This is an optimization exercise on Yosys and OpenROAD, whose aim is a short achievable clock period and few clock cycles, not a production implementation.
Only simulation tests tie the RTL to the original design; equivalence was not proved.
No activity file was given, so power comes from the tool's default toggle rates.

P:
## cpu
module cpu
(
input clk,
input reset,
output [15:0] o_pc_addr,
output o_pc_rd,
input [15:0] i_pc_rddata,
input [15:0] i_ldst_rddata,
output [15:0] o_ldst_wrdata,
output [15:0] o_ldst_addr,
output o_ldst_rd,
output o_ldst_wr,
output [127:0] o_tb_regs
);
localparam int NB = 8;    
logic [7:0][15:0] rf;
logic [14:0] fa;          
logic [14:0] fa_b;        
logic [14:0] ras;         
logic        d_valid;
logic [14:0] d_pc, d_pc2;    
logic        d_pt;           
logic [14:0] d_ptgt;         
logic        x_valid;
logic        x_wait;      
logic        x_la, x_lb;  
logic [15:0] x_a, x_b;    
logic        x_sub;
logic [14:0] x_tgt;       
logic [14:0] x_pc, x_pc2;
logic        x_pt;
logic [14:0] x_ptgt;
logic        x_mov;       
logic        x_add;       
logic        x_mvhi, x_flags, x_ld, x_st;
logic        x_br, x_breg, x_jz, x_jn, x_jmp, x_call, x_ret;
logic        x_wr;
logic [2:0]  x_rd;
logic        w_wr, w_ld, w_call;
logic [2:0]  w_rd;
logic [15:0] w_res;
logic [14:0] w_pc2;
logic        p_rd, p_wr;
logic [15:0] p_addr, p_data;
logic        f_n, f_z;
logic [NB-1:0]       b_v, b_ret;
logic [NB-1:0][14:0] b_tag, b_tgt;
logic [2:0]          b_ptr;     
logic        u_v, u_ret;
logic [14:0] u_pc, u_tgt;
logic [NB-1:0] u2_we;
logic        u2_ret;
logic [14:0] u2_pc, u2_tgt;
logic [15:0] x_sum;
logic        x_z;
logic        x_go, x_take, x_mis;
logic [14:0] x_target, x_redir;
alu alu0 (.i_cin(x_sub), .i_op_a(x_a), .i_op_b(x_b), .o_sum(x_sum), .o_z(x_z));
assign x_go     = x_valid && !x_wait;
assign x_take   = x_br && (x_jmp || (x_jz && f_z) || (x_jn && f_n));
assign x_target = x_breg ? x_a[15:1] : x_tgt;
  ...
clock: 5.5 ns
lec_check: 0
cap_margin: 20
core_margin: 2
core_utilization: 40
place_density: 0.6
setup_slack_margin: 3.5
slew_margin: 20
run.sh (not shown) runs the stock make flow with config.mk's settings and CLKGATE_MAP_FILE= SYNTH_SCRIPT=/design/flow/synth_recipe.tcl, a recipe that flattens the netlist after the stock synthesis.
Testbench counts of P, summed over its fixed seeds: cycles 117,923.
--- input diff P..Q ---
--- a/flow/config.mk
+++ b/flow/config.mk
@@ -11,3 +11,3 @@
 export PLACE_DENSITY = 0.6
-export SETUP_SLACK_MARGIN = 3.5
+export SETUP_SLACK_MARGIN = 2.5
 export SLEW_MARGIN = 20
[summary]
Q ended with less met3 wire length than P.
Taking P as the reference point, the final design instance area without fill of Q falls by about 14%.
The clock network power in Q sits about 3% above the value recorded for P.
[Q vs P] routed length per instance: lower in Q
Hold slack across P and Q: no real change.
On Q: wire length of the first global-routing pass is about 11% lower than what P gave.
Q vs. P: number of buffers created by CTS went down by 1.
Route | Q vs P | wire shorter in Q
As far as per-instance average area after synthesis goes, Q and P are indistinguishable; the numbers are identical.

========
cpu, a different RTL version from the one above (not shown whole).
Size: about 2600 cells after synthesis.
## cpu
module cpu
(
input clk,
input reset,
output [15:0] o_pc_addr,
output o_pc_rd,
input [15:0] i_pc_rddata,
input [15:0] i_ldst_rddata,
output [15:0] o_ldst_wrdata,
output [15:0] o_ldst_addr,
output o_ldst_rd,
output o_ldst_wr,
output [127:0] o_tb_regs
);
localparam int NB = 4;    
logic [7:0][15:0] rf;
logic [14:0] fa;          
logic [14:1] fa_hi;       
logic        fa0n;
assign fa = {fa_hi, ~fa0n};
logic [14:0] fa_o;        
logic [14:0] ras;         
logic        d_valid;
logic [14:0] d_pc, d_pc2;    
logic        d_pt;           
logic [14:0] d_ptgt;         
logic        x_valid;
logic        x_wait;      
logic        x_la, x_lb;  
logic [15:0] x_a, x_b;    
logic        x_sub;
logic [14:0] x_tgt;       
logic [14:0] x_pc, x_pc2;
logic        x_pt;
logic [14:0] x_ptgt;
logic        x_tok;       
logic        x_mov;       
logic        x_add;       
logic        x_mvhi, x_flags, x_ld, x_st;
logic        x_stx;       
logic        x_br, x_breg, x_jz, x_jn, x_jmp, x_call, x_ret;
logic        x_wr;
logic [2:0]  x_rd;
  ...
make LEC_CHECK=0 CAP_MARGIN=20 CORE_MARGIN=2 CORE_UTILIZATION=35 PLACE_DENSITY=0.55 SETUP_SLACK_MARGIN=3.6 SLEW_MARGIN=20 finish   # period 5.5 ns
The baseline passed the timing, design-rule and antenna checks.
Testbench counts at the start, summed over its fixed seeds: cycles 117,485.
Change:
- CORE_UTILIZATION: 35 -> 25
- PLACE_DENSITY: 0.55 -> 0.45
- SETUP_SLACK_MARGIN: 3.6 -> 3.2
Effect:
- The new run finished clean
- total power drops by 3.5%
- setup slack improved by 0.051 ns
- core utilization came out lower by 16 points
- combinational power falls by about 8%
- via count shrinks by 7.4%
- register-to-register slack gains 0.10 ns
- clock power climbs by about 2%
- routed wire length went down by 4.4%
- non-clock buffer count fell by 83
- sequential share of layout area is higher by 1.3 points
- sequential power hardly moves
Change:
- CORE_UTILIZATION: 25 -> 30
- PLACE_DENSITY: 0.45 -> 0.5
Outcome:
- worst setup slack is better by 0.13 ns
- flip-flop and latch count stays the same
- final area is lower by about 1%
- worst hold slack is better by 0.0053 ns
Change:
- CORE_UTILIZATION: 30 -> 45
- PLACE_DENSITY: 0.5 -> 0.7
=> The new run produced a clean layout; via count increases by a few percent; clock power decreases by a few percent; routed wire length decreases slightly; first-iteration DRC count increases by well over a third; sequential share of layout area increases by 0.19 points; cell count decreases by roughly a tenth; register-to-register slack loses 0.13 ns; synthesized cell count stays the same.

[separate check: timing with driven ports]
No port has a modelled driver above. Below, the same layouts with a new extraction and two added sets of constraints.
Step 1 assumes that a clkbuf_16 drives the clock port and a buf_2 every other input.
Step 2 adds t to the input delays and takes it off the output delays; t is the mean of the earliest and latest rising clock arrival at the registers after step 1. Input paths then give back, and output paths get back, about the clock's delay inside the block.
Three values: ideal, step 1, step 2; two values: the first two.
run	shift t [ns]	slack for setup (ns)	worst setup path after step 2
P	0.709	2.466 / 2.466 / 1.788	input to register
Q	0.709	2.404 / 2.337 / 1.819	input to register
the first run of note 2	0.711	2.608 / 2.625 / 1.914	input to register
the second run of note 2	0.702	2.659 / 2.633 / 1.931	input to register
the third run of note 2	0.717	2.788 / 2.792 / 2.075	input to register
the fourth run of note 2	0.696	2.700 / 2.591 / 1.895	input to register
After both steps every run listed still meets setup and hold. For the fourth run of note 2, which loses most, drivers alone change the setup slack by -0.109 ns; drivers and shift together by -0.805 ns.
